Background: an optimization exercise with open tools, aiming at small area, a short achievable clock period and few clock cycles per item. Do not read the settings as production practice. The RTL was checked by simulation tests, not by an equivalence proof against the original design.

// bcd_calc
module bcd_calc(
	input clk,
	input rst,
	input in_valid,
	input [19:0] in_a,
	input [19:0] in_b,
	input [1:0] in_op,        
	output in_ready,
	output out_valid,
	output [19:0] out_result,
	output out_error
);
localparam K1 = 2;
localparam K2 = 6;
localparam K3 = 10;
assign in_ready = 1'b1;
reg [5:0] vp;
always @(posedge clk)
	if (rst) vp <= 6'd0;
	else vp <= {vp[4:0], in_valid};
assign out_valid = vp[5];
reg [15:0] a0, b0;
reg sa0, sb0;
reg [1:0] op0;
always @(posedge clk) begin
	a0 <= in_a[15:0];
	b0 <= in_b[15:0];
	sa0 <= in_a[16];	 
	sb0 <= in_b[16];
	op0 <= in_op;
end
wire [13:0] ma, mb;
bcd2n ca(a0, ma);
bcd2n cb(b0, mb);
wire gt;	 
radd #(14) cmp(.a(ma), .b(~mb), .ci(1'b0), .s(), .co(gt));
wire is_div0 = op0 == 2'd3;
wire is_mul0 = op0 == 2'd2;
wire is_add0 = ~op0[1];
wire esb = sb0 ^ op0[0];
wire diff = sa0 ^ esb;		 
wire sub_b = is_div0 | (is_add0 & diff);
wire inv_r = is_add0 & diff & ~gt;	 
wire cin0 = is_div0 | (is_add0 & diff & gt);
wire sign0 = is_add0 ? ((~diff | gt) ? sa0 : esb) : (sa0 ^ sb0);
wire [14:0] bor;	 
assign bor[14] = 1'b0;
genvar i;
generate for (i = 13; i >= 0; i = i - 1) begin : borg
	assign bor[i] = bor[i+1] | mb[i];
end endgenerate
wire m_hi = |(ma[13:1] & {bor[1], bor[2], bor[3], bor[4], bor[5], bor[6], bor[7],
	bor[8], bor[9], bor[10], bor[11], bor[12], bor[13]});
wire err0 = (is_div0 & (b0 == 16'd0)) | (is_mul0 & m_hi);
wire [13:0] xs [0:14];
wire [13:0] zs [0:14];
wire [13:0] ys [0:14];
wire [5:0]  fs [0:14];	 
assign xs[0] = 14'd0;
assign zs[0] = ma;
assign ys[0] = mb ^ {14{sub_b}};
assign fs[0] = {is_div0, is_mul0, inv_r, cin0, err0, sign0};
genvar k;
generate for (k = 1; k <= 14; k = k + 1) begin : row
	wire [13:0] xi, zi, yi;
	wire [5:0] fi;
	if (k - 1 == K1 || k - 1 == K2 || k - 1 == K3) begin : cut
		reg [13:0] xr, zr, yr;
		reg [5:0] fr;
		always @(posedge clk) begin
			xr <= xs[k-1];
			zr <= zs[k-1];
			yr <= ys[k-1];
			fr <= fs[k-1];
		end
		assign xi = xr; assign zi = zr; assign yi = yr; assign fi = fr;
	end else begin : nocut
  ...
For scale: about 1,900 cells after synthesis, ~200 flip-flops, roughly 68 I/O pins.
clock: 42.0 ns
lec_check: 0
abc_area: 1
cap_margin: 20
core_margin: 2
core_utilization: 40
cts_cluster_size: 24
place_density: 0.6
slew_margin: 20
standard.sh (not shown) runs the stock make flow with config.mk's settings and CLKGATE_MAP_FILE= SYNTH_SCRIPT=/design/flow/synth_recipe.tcl, a recipe that flattens the netlist after the stock synthesis.
==> flow/flow/run.sh <==
#!/bin/bash
# Own layout flow: the standard ORFS flow (standard.sh), with the port
# buffers made from sky130_fd_sc_hd__buf_2 cells instead of the cell
# buffer_ports picks by default. Each ORFS step logs to orfs/logs/; the make
# output goes to flow.log in this folder.
set -euo pipefail
bash standard.sh "BUFFER_PORTS_ARGS=-buffer_cell sky130_fd_sc_hd__buf_2" finish > flow.log 2>&1
The starting point passed the timing, design-rule and antenna checks.
Testbench counts at the start, summed over its fixed seeds: cycles 8,048, items 8,000.
Edit:
==> flow/flow/run.sh (replaced) <==
#!/bin/bash
# Own layout flow: the standard ORFS flow (standard.sh), with the port
# buffers made from sky130_fd_sc_hd__buf_2 cells and the clock tree built
# with its own options. Each ORFS step logs to orfs/logs/; the make output
# goes to flow.log in this folder.
set -euo pipefail
bash standard.sh "BUFFER_PORTS_ARGS=-buffer_cell sky130_fd_sc_hd__buf_2" "CTS_ARGS=-sink_clustering_enable -repair_clock_nets -sink_clustering_size 24 -sink_clustering_max_diameter 100 -dont_use_dummy_load" finish > flow.log 2>&1
CTS_CLUSTER_SIZE = unset   (was 24)
After rerunning: Wire length went down by 1.0%; non-clock buffer count stays the same; design area went down by 1.5%; clock skew went up by 19 ps; die area does not change; global-route usage went down by 0.12 points; final cell count went down by 0.63%.
Edit:
==> flow/flow/run.sh (replaced) <==
#!/bin/bash
# Own layout flow: the standard ORFS flow (standard.sh), with the port
# buffers made from sky130_fd_sc_hd__buf_2 cells and the clock tree built
# with its own options. Each ORFS step logs to orfs/logs/; the make output
# goes to flow.log in this folder.
set -euo pipefail
bash standard.sh "BUFFER_PORTS_ARGS=-buffer_cell sky130_fd_sc_hd__buf_2" "CTS_ARGS=-sink_clustering_enable -repair_clock_nets -root_buf sky130_fd_sc_hd__clkbuf_16 -buf_list sky130_fd_sc_hd__clkbuf_8 -sink_clustering_size 8 -sink_clustering_max_diameter 30 -dont_use_dummy_load" finish > flow.log 2>&1
CORE_UTILIZATION = 60   (was 40)
PLACE_DENSITY = 0.75   (was 0.6)
What happened: Worst hold slack got worse by 10 ps; synthesized area does not change; clock skew increases by 4.6 ps; utilization increases by 21 points; setup slack improved by 26 ps.
Edit:
==> flow/flow/run.sh (replaced) <==
#!/bin/bash
# Own layout flow: the standard ORFS flow (standard.sh), with the port
# buffers made from sky130_fd_sc_hd__buf_2 cells instead of the cell
# buffer_ports picks by default. Each ORFS step logs to orfs/logs/; the make
# output goes to flow.log in this folder.
set -euo pipefail
bash standard.sh "BUFFER_PORTS_ARGS=-buffer_cell sky130_fd_sc_hd__buf_2" finish > flow.log 2>&1
CORE_UTILIZATION = 40   (was 60)
CTS_CLUSTER_SIZE = 32   (was unset)
PLACE_DENSITY = 0.6   (was 0.75)
=> The changed run passed the timing, design-rule and antenna checks. Utilization drops by 20 points. Routed wire length climbs by about 6.5%. Synthesized area is unchanged.
Edit:
==> flow/flow/run.sh (replaced) <==
#!/bin/bash
# Own layout flow: the standard ORFS flow (standard.sh), with the port
# buffers made from sky130_fd_sc_hd__buf_2 cells and the clock tree built
# with its own options. Each ORFS step logs to orfs/logs/; the make output
# goes to flow.log in this folder.
set -euo pipefail
bash standard.sh "BUFFER_PORTS_ARGS=-buffer_cell sky130_fd_sc_hd__buf_2" "CTS_ARGS=-sink_clustering_enable -repair_clock_nets -root_buf sky130_fd_sc_hd__clkbuf_16 -buf_list sky130_fd_sc_hd__clkbuf_8 -sink_clustering_size 8 -sink_clustering_max_diameter 30 -dont_use_dummy_load" finish > flow.log 2>&1
ABC_AREA = unset   (was 1)
CTS_CLUSTER_SIZE = unset   (was 32)
What happened:
- utilization shrinks by 1.4 points
- non-clock buffer count is higher by 7
- cell count goes up by 6.3%
- cell area grows by 15%
- area after synthesis increases by 19%
- count of clock-buffer cells in the layout stays the same
- die area came out higher by 19%
Edit:
==> flow/flow/run.sh (replaced) <==
#!/bin/bash
# Own layout flow: the standard ORFS flow (standard.sh), with the port
# buffers made from sky130_fd_sc_hd__buf_2 cells instead of the cell
# buffer_ports picks by default. Each ORFS step logs to orfs/logs/; the make
# output goes to flow.log in this folder.
set -euo pipefail
bash standard.sh "BUFFER_PORTS_ARGS=-buffer_cell sky130_fd_sc_hd__buf_2" finish > flow.log 2>&1
ABC_AREA = 1   (was unset)
CAP_MARGIN = 10   (was 20)
SLEW_MARGIN = 10   (was 20)
Outcome: Worst setup slack is better by 940 ps; synthesized cell count decreases by 7.6%; final cell count decreases by about 6%; sequential share of layout area increases by 3.6 points; synthesized area decreases by 16%; non-clock buffer count decreases by 7; clock-buffer cell count stays the same.

## what the ideal ports hide
Ports are ideal in the flow. The routed layouts listed here were re-timed in OpenROAD.
Step 1 assumes that a clkbuf_16 drives the clock port and a buf_2 every other input.
Step 2 moves the port delays by t, midway between the first and last clock arrival at a register: inputs arrive t later, outputs are due t later. That takes back most of the time a late clock gives input paths.
Three values: ideal, step 1, step 2; two values: the first two.
run	t (ns)	setup slack, ns	hold WS [ns]	worst setup path at the end	slew at the worst register clock pin (ns)
the first run	0.485	32.696 / 32.645 / 32.993	0.330 / 0.330 / 0.330	register to register	0.09 / 0.09
the second run	0.472	32.724 / 32.676 / 33.029	0.320 / 0.320 / 0.320	register to register	0.08 / 0.08
the third run	0.404	32.750 / 32.703 / 33.107	0.310 / 0.310 / 0.310	register to output	0.10 / 0.10
the fourth run	0.485	32.696 / 32.645 / 32.993	0.330 / 0.330 / 0.330	register to register	0.09 / 0.09
the fifth run	0.424	31.759 / 31.759 / 31.759	0.308 / 0.308 / 0.308	register to register	0.10 / 0.10
the sixth run	0.485	32.696 / 32.645 / 32.993	0.330 / 0.330 / 0.330	register to register	0.09 / 0.09
After both steps every run listed still meets setup and hold.
